Source: an optimization exercise on an open RTL-to-GDS flow (aim: small area). Production flows keep margins and buffers that such runs may drop.
RTL that was checked went through simulation tests only; none was proved equivalent to the original.

==> job 3213: inputs <==
Design HandwashSensor, start of the top module:
module HandwashSensor(
    input clk,
    input reset,
    input acceptLeftHandDistance,
    input [15:0] leftHandDistance,
    input acceptLeftHandGain,
    input [7:0] leftHandGain,
    input acceptRightHandDistance,
    input [15:0] rightHandDistance,
    input acceptRightHandGain,
    input [7:0] rightHandGain,
    output waterOn
);
clock: 7.0 ns
lec_check: 0
cap_margin: 20
core_margin: 2
core_utilization: 40
slew_margin: 20
run.sh (not shown) runs the stock make flow with config.mk's settings and CLKGATE_MAP_FILE= SYNTH_SCRIPT=/design/flow/synth_recipe.tcl, a recipe that flattens the netlist after the stock synthesis.
==> job 7793 (differences from job 3213) <==
--- a/flow/design.v
+++ b/flow/design.v
@@ -299,14 +299,14 @@
 wire l_c141 = (l_c123 & l_s136) | ((l_c123 | l_s136) & l_s138);
 wire l_s142 = l_c123 ^ l_s136 ^ l_s138;
 wire l_c143 = (l_c125 & l_c127) | ((l_c125 | l_c127) & l_s140);
 wire l_s144 = l_c125 ^ l_c127 ^ l_s140;
 wire l_c145 = (l_s142 & l_c129) | ((l_s142 | l_c129) & l_s144);
 wire l_s146 = l_s142 ^ l_c129 ^ l_s144;
-wire l_c147 = l_c131 & l_s146;
-wire l_s148 = l_c131 ^ l_s146;
+wire l_c147 = (l_c131 & l_s146) | ((l_c131 | l_s146) & l_c133);
+wire l_s148 = l_c131 ^ l_s146 ^ l_c133;
 wire l_c149 = (l_pp_10_5 & l_pp_11_4) | ((l_pp_10_5 | l_pp_11_4) & l_pp_12_3);
 wire l_s150 = l_pp_10_5 ^ l_pp_11_4 ^ l_pp_12_3;
 wire l_c151 = (l_pp_13_2 & l_pp_14_1) | ((l_pp_13_2 | l_pp_14_1) & l_pp_15_0);
 wire l_s152 = l_pp_13_2 ^ l_pp_14_1 ^ l_pp_15_0;
 wire l_c153 = (l_pp_8_7 & l_pp_9_6) | ((l_pp_8_7 | l_pp_9_6) & l_c135);
 wire l_s154 = l_pp_8_7 ^ l_pp_9_6 ^ l_c135;
@@ -335,28 +335,28 @@
 wire l_c177 = (l_pp_10_7 & l_pp_11_6) | ((l_pp_10_7 | l_pp_11_6) & l_pp_12_5);
 wire l_s178 = l_pp_10_7 ^ l_pp_11_6 ^ l_pp_12_5;
 wire l_c179 = (l_pp_13_4 & l_pp_14_3) | ((l_pp_13_4 | l_pp_14_3) & l_pp_15_2);
 wire l_s180 = l_pp_13_4 ^ l_pp_14_3 ^ l_pp_15_2;
 wire l_c181 = (l_c163 & l_c165) | ((l_c163 | l_c165) & l_s178);
 wire l_s182 = l_c163 ^ l_c165 ^ l_s178;
-wire l_c183 = (l_s180 & l_c167) | ((l_s180 | l_c167) & l_c169);
-wire l_s184 = l_s180 ^ l_c167 ^ l_c169;
-wire l_c185 = (l_s182 & l_c171) | ((l_s182 | l_c171) & l_s184);
-wire l_s186 = l_s182 ^ l_c171 ^ l_s184;
+wire l_c183 = (l_s180 & l_c167) | ((l_s180 | l_c167) & l_s182);
+wire l_s184 = l_s180 ^ l_c167 ^ l_s182;
+wire l_c185 = (l_c169 & l_s184) | ((l_c169 | l_s184) & l_c171);
+wire l_s186 = l_c169 ^ l_s184 ^ l_c171;
 wire l_c187 = (l_c173 & l_s186) | ((l_c173 | l_s186) & l_c175);
 wire l_s188 = l_c173 ^ l_s186 ^ l_c175;
 wire l_c189 = (l_pp_11_7 & l_pp_12_6) | ((l_pp_11_7 | l_pp_12_6) & l_pp_13_5);
 wire l_s190 = l_pp_11_7 ^ l_pp_12_6 ^ l_pp_13_5;
 wire l_c191 = (l_pp_14_4 & l_pp_15_3) | ((l_pp_14_4 | l_pp_15_3) & l_c177);
 wire l_s192 = l_pp_14_4 ^ l_pp_15_3 ^ l_c177;
 wire l_c193 = (l_c179 & l_s190) | ((l_c179 | l_s190) & l_c181);
 wire l_s194 = l_c179 ^ l_s190 ^ l_c181;
 wire l_c195 = (l_s192 & l_c183) | ((l_s192 | l_c183) & l_s194);
 wire l_s196 = l_s192 ^ l_c183 ^ l_s194;
-wire l_c197 = (l_c185 & l_s196) | ((l_c185 | l_s196) & l_c187);
-wire l_s198 = l_c185 ^ l_s196 ^ l_c187;
+wire l_c197 = (l_s196 & l_c185) | ((l_s196 | l_c185) & l_c187);
+wire l_s198 = l_s196 ^ l_c185 ^ l_c187;
 wire l_c199 = (l_pp_12_7 & l_pp_13_6) | ((l_pp_12_7 | l_pp_13_6) & l_pp_14_5);
 wire l_s200 = l_pp_12_7 ^ l_pp_13_6 ^ l_pp_14_5;
 wire l_c201 = (l_pp_15_4 & l_c189) | ((l_pp_15_4 | l_c189) & l_s200);
 wire l_s202 = l_pp_15_4 ^ l_c189 ^ l_s200;
 wire l_c203 = (l_c191 & l_s202) | ((l_c191 | l_s202) & l_c193);
 wire l_s204 = l_c191 ^ l_s202 ^ l_c193;
@@ -370,20 +370,13 @@
 wire l_s212 = l_s210 ^ l_c203 ^ l_c205;
 wire l_c213 = (l_pp_14_7 & l_pp_15_6) | ((l_pp_14_7 | l_pp_15_6) & l_c207);
 wire l_s214 = l_pp_14_7 ^ l_pp_15_6 ^ l_c207;
 wire l_c215 = (l_s214 & l_c209) | ((l_s214 | l_c209) & l_c211);
 wire l_s216 = l_s214 ^ l_c209 ^ l_c211;
 wire l_s217 = l_pp_15_7 ^ l_c213 ^ l_c215;
-wire [8:0] l_top = {l_s217, l_s216, l_s212, l_s206, l_s198, l_s188, l_s176, l_s162, l_s148};
-wire [6:0] l_low = {l_s134, l_s120, l_s106, l_s92, l_s78, l_s64, l_s50};
-wire l_cK = l_c133;
-wire l_topZero = l_cK ? (l_top == 9'd511) : (l_top == 9'd0);
-wire l_topLtQ = l_cK ? ((l_top < 9'd10) | (l_top == 9'd511)) : (l_top < 9'd11);
-wire l_topEqQ = l_cK ? (l_top == 9'd10) : (l_top == 9'd11);
-wire l_nonZero = ~(l_topZero & (l_low == 7'd0));
-wire l_belowThreshold = l_topLtQ | (l_topEqQ & (l_low < 7'd92));
+wire [15:0] lHand = {l_s217, l_s216, l_s212, l_s206, l_s198, l_s188, l_s176, l_s162, l_s148, l_s134, l_s120, l_s106, l_s92, l_s78, l_s64, l_s50};
 wire r_pp_0_0 = rightHandDistanceHeld[0] & rightHandGainHeld[0];
 wire r_pp_0_1 = rightHandDistanceHeld[0] & rightHandGainHeld[1];
 wire r_pp_0_2 = rightHandDistanceHeld[0] & rightHandGainHeld[2];
 wire r_pp_0_3 = rightHandDistanceHeld[0] & rightHandGainHeld[3];
 wire r_pp_0_4 = rightHandDistanceHeld[0] & rightHandGainHeld[4];
 wire r_pp_0_5 = rightHandDistanceHeld[0] & rightHandGainHeld[5];
@@ -652,14 +645,14 @@
 wire r_c141 = (r_c123 & r_s136) | ((r_c123 | r_s136) & r_s138);
 wire r_s142 = r_c123 ^ r_s136 ^ r_s138;
 wire r_c143 = (r_c125 & r_c127) | ((r_c125 | r_c127) & r_s140);
 wire r_s144 = r_c125 ^ r_c127 ^ r_s140;
 wire r_c145 = (r_s142 & r_c129) | ((r_s142 | r_c129) & r_s144);
 wire r_s146 = r_s142 ^ r_c129 ^ r_s144;
-wire r_c147 = r_c131 & r_s146;
-wire r_s148 = r_c131 ^ r_s146;
+wire r_c147 = (r_c131 & r_s146) | ((r_c131 | r_s146) & r_c133);
+wire r_s148 = r_c131 ^ r_s146 ^ r_c133;
 wire r_c149 = (r_pp_10_5 & r_pp_11_4) | ((r_pp_10_5 | r_pp_11_4) & r_pp_12_3);
 wire r_s150 = r_pp_10_5 ^ r_pp_11_4 ^ r_pp_12_3;
 wire r_c151 = (r_pp_13_2 & r_pp_14_1) | ((r_pp_13_2 | r_pp_14_1) & r_pp_15_0);
 wire r_s152 = r_pp_13_2 ^ r_pp_14_1 ^ r_pp_15_0;
 wire r_c153 = (r_pp_8_7 & r_pp_9_6) | ((r_pp_8_7 | r_pp_9_6) & r_c135);
 wire r_s154 = r_pp_8_7 ^ r_pp_9_6 ^ r_c135;
@@ -688,28 +681,28 @@
 wire r_c177 = (r_pp_10_7 & r_pp_11_6) | ((r_pp_10_7 | r_pp_11_6) & r_pp_12_5);
 wire r_s178 = r_pp_10_7 ^ r_pp_11_6 ^ r_pp_12_5;
 wire r_c179 = (r_pp_13_4 & r_pp_14_3) | ((r_pp_13_4 | r_pp_14_3) & r_pp_15_2);
 wire r_s180 = r_pp_13_4 ^ r_pp_14_3 ^ r_pp_15_2;
 wire r_c181 = (r_c163 & r_c165) | ((r_c163 | r_c165) & r_s178);
 wire r_s182 = r_c163 ^ r_c165 ^ r_s178;
-wire r_c183 = (r_s180 & r_c167) | ((r_s180 | r_c167) & r_c169);
-wire r_s184 = r_s180 ^ r_c167 ^ r_c169;
-wire r_c185 = (r_s182 & r_c171) | ((r_s182 | r_c171) & r_s184);
-wire r_s186 = r_s182 ^ r_c171 ^ r_s184;
+wire r_c183 = (r_s180 & r_c167) | ((r_s180 | r_c167) & r_s182);
+wire r_s184 = r_s180 ^ r_c167 ^ r_s182;
+wire r_c185 = (r_c169 & r_s184) | ((r_c169 | r_s184) & r_c171);
+wire r_s186 = r_c169 ^ r_s184 ^ r_c171;
 wire r_c187 = (r_c173 & r_s186) | ((r_c173 | r_s186) & r_c175);
 wire r_s188 = r_c173 ^ r_s186 ^ r_c175;
 wire r_c189 = (r_pp_11_7 & r_pp_12_6) | ((r_pp_11_7 | r_pp_12_6) & r_pp_13_5);
 wire r_s190 = r_pp_11_7 ^ r_pp_12_6 ^ r_pp_13_5;
 wire r_c191 = (r_pp_14_4 & r_pp_15_3) | ((r_pp_14_4 | r_pp_15_3) & r_c177);
 wire r_s192 = r_pp_14_4 ^ r_pp_15_3 ^ r_c177;
 wire r_c193 = (r_c179 & r_s190) | ((r_c179 | r_s190) & r_c181);
 wire r_s194 = r_c179 ^ r_s190 ^ r_c181;
 wire r_c195 = (r_s192 & r_c183) | ((r_s192 | r_c183) & r_s194);
 wire r_s196 = r_s192 ^ r_c183 ^ r_s194;
-wire r_c197 = (r_c185 & r_s196) | ((r_c185 | r_s196) & r_c187);
-wire r_s198 = r_c185 ^ r_s196 ^ r_c187;
+wire r_c197 = (r_s196 & r_c185) | ((r_s196 | r_c185) & r_c187);
+wire r_s198 = r_s196 ^ r_c185 ^ r_c187;
 wire r_c199 = (r_pp_12_7 & r_pp_13_6) | ((r_pp_12_7 | r_pp_13_6) & r_pp_14_5);
 wire r_s200 = r_pp_12_7 ^ r_pp_13_6 ^ r_pp_14_5;
 wire r_c201 = (r_pp_15_4 & r_c189) | ((r_pp_15_4 | r_c189) & r_s200);
 wire r_s202 = r_pp_15_4 ^ r_c189 ^ r_s200;
 wire r_c203 = (r_c191 & r_s202) | ((r_c191 | r_s202) & r_c193);
 wire r_s204 = r_c191 ^ r_s202 ^ r_c193;
@@ -723,23 +716,17 @@
 wire r_s212 = r_s210 ^ r_c203 ^ r_c205;
 wire r_c213 = (r_pp_14_7 & r_pp_15_6) | ((r_pp_14_7 | r_pp_15_6) & r_c207);
 wire r_s214 = r_pp_14_7 ^ r_pp_15_6 ^ r_c207;
 wire r_c215 = (r_s214 & r_c209) | ((r_s214 | r_c209) & r_c211);
 wire r_s216 = r_s214 ^ r_c209 ^ r_c211;
 wire r_s217 = r_pp_15_7 ^ r_c213 ^ r_c215;
-wire [8:0] r_top = {r_s217, r_s216, r_s212, r_s206, r_s198, r_s188, r_s176, r_s162, r_s148};
-wire [6:0] r_low = {r_s134, r_s120, r_s106, r_s92, r_s78, r_s64, r_s50};
-wire r_cK = r_c133;
-wire r_topZero = r_cK ? (r_top == 9'd511) : (r_top == 9'd0);
-wire r_topLtQ = r_cK ? ((r_top < 9'd10) | (r_top == 9'd511)) : (r_top < 9'd11);
-wire r_topEqQ = r_cK ? (r_top == 9'd10) : (r_top == 9'd11);
-wire r_nonZero = ~(r_topZero & (r_low == 7'd0));
-wire r_belowThreshold = r_topLtQ | (r_topEqQ & (r_low < 7'd92));
+wire [15:0] rHand = {r_s217, r_s216, r_s212, r_s206, r_s198, r_s188, r_s176, r_s162, r_s148, r_s134, r_s120, r_s106, r_s92, r_s78, r_s64, r_s50};
 reg waterOnReg;
 always @(posedge clk) begin
     if (reset)
         waterOnReg <= 1'b0;
     else
-        waterOnReg <= l_nonZero & r_nonZero & (l_belowThreshold | r_belowThreshold);
+        waterOnReg <= lHand != 16'd0 && rHand != 16'd0 &&
+                      (lHand < 16'd1500 || rHand < 16'd1500);
 end
 assign waterOn = waterOnReg;
 endmodule
==> job 4669 (differences from job 3213) <==
--- a/flow/design.v
+++ b/flow/design.v
@@ -299,42 +299,42 @@
 wire l_c141 = (l_c123 & l_s136) | ((l_c123 | l_s136) & l_s138);
 wire l_s142 = l_c123 ^ l_s136 ^ l_s138;
 wire l_c143 = (l_c125 & l_c127) | ((l_c125 | l_c127) & l_s140);
 wire l_s144 = l_c125 ^ l_c127 ^ l_s140;
 wire l_c145 = (l_s142 & l_c129) | ((l_s142 | l_c129) & l_s144);
 wire l_s146 = l_s142 ^ l_c129 ^ l_s144;
-wire l_c147 = l_c131 & l_s146;
-wire l_s148 = l_c131 ^ l_s146;
+wire l_c147 = (l_c131 & l_s146) | ((l_c131 | l_s146) & l_c133);
+wire l_s148 = l_c131 ^ l_s146 ^ l_c133;
 wire l_c149 = (l_pp_10_5 & l_pp_11_4) | ((l_pp_10_5 | l_pp_11_4) & l_pp_12_3);
 wire l_s150 = l_pp_10_5 ^ l_pp_11_4 ^ l_pp_12_3;
 wire l_c151 = (l_pp_13_2 & l_pp_14_1) | ((l_pp_13_2 | l_pp_14_1) & l_pp_15_0);
 wire l_s152 = l_pp_13_2 ^ l_pp_14_1 ^ l_pp_15_0;
 wire l_c153 = (l_pp_8_7 & l_pp_9_6) | ((l_pp_8_7 | l_pp_9_6) & l_c135);
 wire l_s154 = l_pp_8_7 ^ l_pp_9_6 ^ l_c135;
 wire l_c155 = (l_c137 & l_s150) | ((l_c137 | l_s150) & l_s152);
 wire l_s156 = l_c137 ^ l_s150 ^ l_s152;
 wire l_c157 = (l_c139 & l_c141) | ((l_c139 | l_c141) & l_s154);
 wire l_s158 = l_c139 ^ l_c141 ^ l_s154;
 wire l_c159 = (l_s156 & l_c143) | ((l_s156 | l_c143) & l_s158);
 wire l_s160 = l_s156 ^ l_c143 ^ l_s158;
-wire l_c161 = (l_c145 & l_s160) | ((l_c145 | l_s160) & l_c147);
-wire l_s162 = l_c145 ^ l_s160 ^ l_c147;
+wire l_c161 = l_c145 & l_s160;
+wire l_s162 = l_c145 ^ l_s160;
 wire l_c163 = (l_pp_10_6 & l_pp_11_5) | ((l_pp_10_6 | l_pp_11_5) & l_pp_12_4);
 wire l_s164 = l_pp_10_6 ^ l_pp_11_5 ^ l_pp_12_4;
 wire l_c165 = (l_pp_13_3 & l_pp_14_2) | ((l_pp_13_3 | l_pp_14_2) & l_pp_15_1);
 wire l_s166 = l_pp_13_3 ^ l_pp_14_2 ^ l_pp_15_1;
 wire l_c167 = (l_pp_9_7 & l_c149) | ((l_pp_9_7 | l_c149) & l_c151);
 wire l_s168 = l_pp_9_7 ^ l_c149 ^ l_c151;
 wire l_c169 = (l_s164 & l_s166) | ((l_s164 | l_s166) & l_c153);
 wire l_s170 = l_s164 ^ l_s166 ^ l_c153;
 wire l_c171 = (l_c155 & l_s168) | ((l_c155 | l_s168) & l_c157);
 wire l_s172 = l_c155 ^ l_s168 ^ l_c157;
 wire l_c173 = (l_s170 & l_c159) | ((l_s170 | l_c159) & l_s172);
 wire l_s174 = l_s170 ^ l_c159 ^ l_s172;
-wire l_c175 = l_s174 & l_c161;
-wire l_s176 = l_s174 ^ l_c161;
+wire l_c175 = l_c161 & l_s174;
+wire l_s176 = l_c161 ^ l_s174;
 wire l_c177 = (l_pp_10_7 & l_pp_11_6) | ((l_pp_10_7 | l_pp_11_6) & l_pp_12_5);
 wire l_s178 = l_pp_10_7 ^ l_pp_11_6 ^ l_pp_12_5;
 wire l_c179 = (l_pp_13_4 & l_pp_14_3) | ((l_pp_13_4 | l_pp_14_3) & l_pp_15_2);
 wire l_s180 = l_pp_13_4 ^ l_pp_14_3 ^ l_pp_15_2;
 wire l_c181 = (l_c163 & l_c165) | ((l_c163 | l_c165) & l_s178);
 wire l_s182 = l_c163 ^ l_c165 ^ l_s178;
@@ -370,20 +370,20 @@
 wire l_s212 = l_s210 ^ l_c203 ^ l_c205;
 wire l_c213 = (l_pp_14_7 & l_pp_15_6) | ((l_pp_14_7 | l_pp_15_6) & l_c207);
 wire l_s214 = l_pp_14_7 ^ l_pp_15_6 ^ l_c207;
 wire l_c215 = (l_s214 & l_c209) | ((l_s214 | l_c209) & l_c211);
 wire l_s216 = l_s214 ^ l_c209 ^ l_c211;
 wire l_s217 = l_pp_15_7 ^ l_c213 ^ l_c215;
-wire [8:0] l_top = {l_s217, l_s216, l_s212, l_s206, l_s198, l_s188, l_s176, l_s162, l_s148};
-wire [6:0] l_low = {l_s134, l_s120, l_s106, l_s92, l_s78, l_s64, l_s50};
-wire l_cK = l_c133;
-wire l_topZero = l_cK ? (l_top == 9'd511) : (l_top == 9'd0);
-wire l_topLtQ = l_cK ? ((l_top < 9'd10) | (l_top == 9'd511)) : (l_top < 9'd11);
-wire l_topEqQ = l_cK ? (l_top == 9'd10) : (l_top == 9'd11);
-wire l_nonZero = ~(l_topZero & (l_low == 7'd0));
-wire l_belowThreshold = l_topLtQ | (l_topEqQ & (l_low < 7'd92));
+wire [7:0] l_top = {l_s217, l_s216, l_s212, l_s206, l_s198, l_s188, l_s176, l_s162};
+wire [7:0] l_low = {l_s148, l_s134, l_s120, l_s106, l_s92, l_s78, l_s64, l_s50};
+wire l_cK = l_c147;
+wire l_topZero = l_cK ? (l_top == 8'd255) : (l_top == 8'd0);
+wire l_topLtQ = l_cK ? ((l_top < 8'd4) | (l_top == 8'd255)) : (l_top < 8'd5);
+wire l_topEqQ = l_cK ? (l_top == 8'd4) : (l_top == 8'd5);
+wire l_nonZero = ~(l_topZero & (l_low == 8'd0));
+wire l_belowThreshold = l_topLtQ | (l_topEqQ & (l_low < 8'd220));
 wire r_pp_0_0 = rightHandDistanceHeld[0] & rightHandGainHeld[0];
 wire r_pp_0_1 = rightHandDistanceHeld[0] & rightHandGainHeld[1];
 wire r_pp_0_2 = rightHandDistanceHeld[0] & rightHandGainHeld[2];
 wire r_pp_0_3 = rightHandDistanceHeld[0] & rightHandGainHeld[3];
 wire r_pp_0_4 = rightHandDistanceHeld[0] & rightHandGainHeld[4];
 wire r_pp_0_5 = rightHandDistanceHeld[0] & rightHandGainHeld[5];
@@ -652,42 +652,42 @@
 wire r_c141 = (r_c123 & r_s136) | ((r_c123 | r_s136) & r_s138);
 wire r_s142 = r_c123 ^ r_s136 ^ r_s138;
 wire r_c143 = (r_c125 & r_c127) | ((r_c125 | r_c127) & r_s140);
 wire r_s144 = r_c125 ^ r_c127 ^ r_s140;
 wire r_c145 = (r_s142 & r_c129) | ((r_s142 | r_c129) & r_s144);
 wire r_s146 = r_s142 ^ r_c129 ^ r_s144;
-wire r_c147 = r_c131 & r_s146;
-wire r_s148 = r_c131 ^ r_s146;
+wire r_c147 = (r_c131 & r_s146) | ((r_c131 | r_s146) & r_c133);
+wire r_s148 = r_c131 ^ r_s146 ^ r_c133;
 wire r_c149 = (r_pp_10_5 & r_pp_11_4) | ((r_pp_10_5 | r_pp_11_4) & r_pp_12_3);
 wire r_s150 = r_pp_10_5 ^ r_pp_11_4 ^ r_pp_12_3;
 wire r_c151 = (r_pp_13_2 & r_pp_14_1) | ((r_pp_13_2 | r_pp_14_1) & r_pp_15_0);
 wire r_s152 = r_pp_13_2 ^ r_pp_14_1 ^ r_pp_15_0;
 wire r_c153 = (r_pp_8_7 & r_pp_9_6) | ((r_pp_8_7 | r_pp_9_6) & r_c135);
 wire r_s154 = r_pp_8_7 ^ r_pp_9_6 ^ r_c135;
 wire r_c155 = (r_c137 & r_s150) | ((r_c137 | r_s150) & r_s152);
 wire r_s156 = r_c137 ^ r_s150 ^ r_s152;
 wire r_c157 = (r_c139 & r_c141) | ((r_c139 | r_c141) & r_s154);
 wire r_s158 = r_c139 ^ r_c141 ^ r_s154;
 wire r_c159 = (r_s156 & r_c143) | ((r_s156 | r_c143) & r_s158);
 wire r_s160 = r_s156 ^ r_c143 ^ r_s158;
-wire r_c161 = (r_c145 & r_s160) | ((r_c145 | r_s160) & r_c147);
-wire r_s162 = r_c145 ^ r_s160 ^ r_c147;
+wire r_c161 = r_c145 & r_s160;
+wire r_s162 = r_c145 ^ r_s160;
 wire r_c163 = (r_pp_10_6 & r_pp_11_5) | ((r_pp_10_6 | r_pp_11_5) & r_pp_12_4);
 wire r_s164 = r_pp_10_6 ^ r_pp_11_5 ^ r_pp_12_4;
 wire r_c165 = (r_pp_13_3 & r_pp_14_2) | ((r_pp_13_3 | r_pp_14_2) & r_pp_15_1);
 wire r_s166 = r_pp_13_3 ^ r_pp_14_2 ^ r_pp_15_1;
 wire r_c167 = (r_pp_9_7 & r_c149) | ((r_pp_9_7 | r_c149) & r_c151);
 wire r_s168 = r_pp_9_7 ^ r_c149 ^ r_c151;
 wire r_c169 = (r_s164 & r_s166) | ((r_s164 | r_s166) & r_c153);
 wire r_s170 = r_s164 ^ r_s166 ^ r_c153;
 wire r_c171 = (r_c155 & r_s168) | ((r_c155 | r_s168) & r_c157);
 wire r_s172 = r_c155 ^ r_s168 ^ r_c157;
 wire r_c173 = (r_s170 & r_c159) | ((r_s170 | r_c159) & r_s172);
 wire r_s174 = r_s170 ^ r_c159 ^ r_s172;
-wire r_c175 = r_s174 & r_c161;
-wire r_s176 = r_s174 ^ r_c161;
+wire r_c175 = r_c161 & r_s174;
+wire r_s176 = r_c161 ^ r_s174;
 wire r_c177 = (r_pp_10_7 & r_pp_11_6) | ((r_pp_10_7 | r_pp_11_6) & r_pp_12_5);
 wire r_s178 = r_pp_10_7 ^ r_pp_11_6 ^ r_pp_12_5;
 wire r_c179 = (r_pp_13_4 & r_pp_14_3) | ((r_pp_13_4 | r_pp_14_3) & r_pp_15_2);
 wire r_s180 = r_pp_13_4 ^ r_pp_14_3 ^ r_pp_15_2;
 wire r_c181 = (r_c163 & r_c165) | ((r_c163 | r_c165) & r_s178);
 wire r_s182 = r_c163 ^ r_c165 ^ r_s178;
@@ -723,20 +723,20 @@
 wire r_s212 = r_s210 ^ r_c203 ^ r_c205;
 wire r_c213 = (r_pp_14_7 & r_pp_15_6) | ((r_pp_14_7 | r_pp_15_6) & r_c207);
 wire r_s214 = r_pp_14_7 ^ r_pp_15_6 ^ r_c207;
 wire r_c215 = (r_s214 & r_c209) | ((r_s214 | r_c209) & r_c211);
 wire r_s216 = r_s214 ^ r_c209 ^ r_c211;
 wire r_s217 = r_pp_15_7 ^ r_c213 ^ r_c215;
-wire [8:0] r_top = {r_s217, r_s216, r_s212, r_s206, r_s198, r_s188, r_s176, r_s162, r_s148};
-wire [6:0] r_low = {r_s134, r_s120, r_s106, r_s92, r_s78, r_s64, r_s50};
-wire r_cK = r_c133;
-wire r_topZero = r_cK ? (r_top == 9'd511) : (r_top == 9'd0);
-wire r_topLtQ = r_cK ? ((r_top < 9'd10) | (r_top == 9'd511)) : (r_top < 9'd11);
-wire r_topEqQ = r_cK ? (r_top == 9'd10) : (r_top == 9'd11);
-wire r_nonZero = ~(r_topZero & (r_low == 7'd0));
-wire r_belowThreshold = r_topLtQ | (r_topEqQ & (r_low < 7'd92));
+wire [7:0] r_top = {r_s217, r_s216, r_s212, r_s206, r_s198, r_s188, r_s176, r_s162};
+wire [7:0] r_low = {r_s148, r_s134, r_s120, r_s106, r_s92, r_s78, r_s64, r_s50};
+wire r_cK = r_c147;
+wire r_topZero = r_cK ? (r_top == 8'd255) : (r_top == 8'd0);
+wire r_topLtQ = r_cK ? ((r_top < 8'd4) | (r_top == 8'd255)) : (r_top < 8'd5);
+wire r_topEqQ = r_cK ? (r_top == 8'd4) : (r_top == 8'd5);
+wire r_nonZero = ~(r_topZero & (r_low == 8'd0));
+wire r_belowThreshold = r_topLtQ | (r_topEqQ & (r_low < 8'd220));
 reg waterOnReg;
 always @(posedge clk) begin
     if (reset)
         waterOnReg <= 1'b0;
     else
         waterOnReg <= l_nonZero & r_nonZero & (l_belowThreshold | r_belowThreshold);
==> comparison <==
Via count: job 4669 > job 3213 > job 7793. Area after synthesis: job 4669 > job 3213 > job 7793. Job 3213 went through all stages and came out clean. Job 4669 produced a clean layout. Job 7793 reached the layout checks and failed them: negative setup slack. Worst hold slack: job 7793 > job 3213 > job 4669. Critical path depth: job 7793 > job 4669 > job 3213. The lowest maximum frequency belongs to job 7793, the highest to job 3213. Global-route usage, lowest first: job 4669, job 3213, job 7793. In job 7793 the setup slack is lower than in job 3213, by 1700 ps.
Function not checked in job 7793 and job 4669: the RTL went through the layout flow alone.

[afterwards: timing with drivers on the ports]
How much do the figures lean on ideal ports? The routed layouts below were timed once more, with nothing changed but the port constraints. Step 1 assumes that a clkbuf_16 drives the clock port and a buf_2 every other input. Step 2, shift: input delay + t, output delay - t, t = (earliest + latest rising clock arrival at the registers) / 2. This alone moves slack from input paths to output paths. Slacks: ideal ports / drivers / drivers and shift; pairs: ideal ports / drivers.
run	shift t [ns]	setup WS [ns]	worst setup path after step 2	cell pins on the clock port's net
job 3213	0.343	0.444 / 0.444 / 0.444	register to register	1
job 7793	0.341	-1.292 / -1.292 / -1.292	register to register	1
job 4669	0.342	0.315 / 0.315 / 0.315	register to register	1
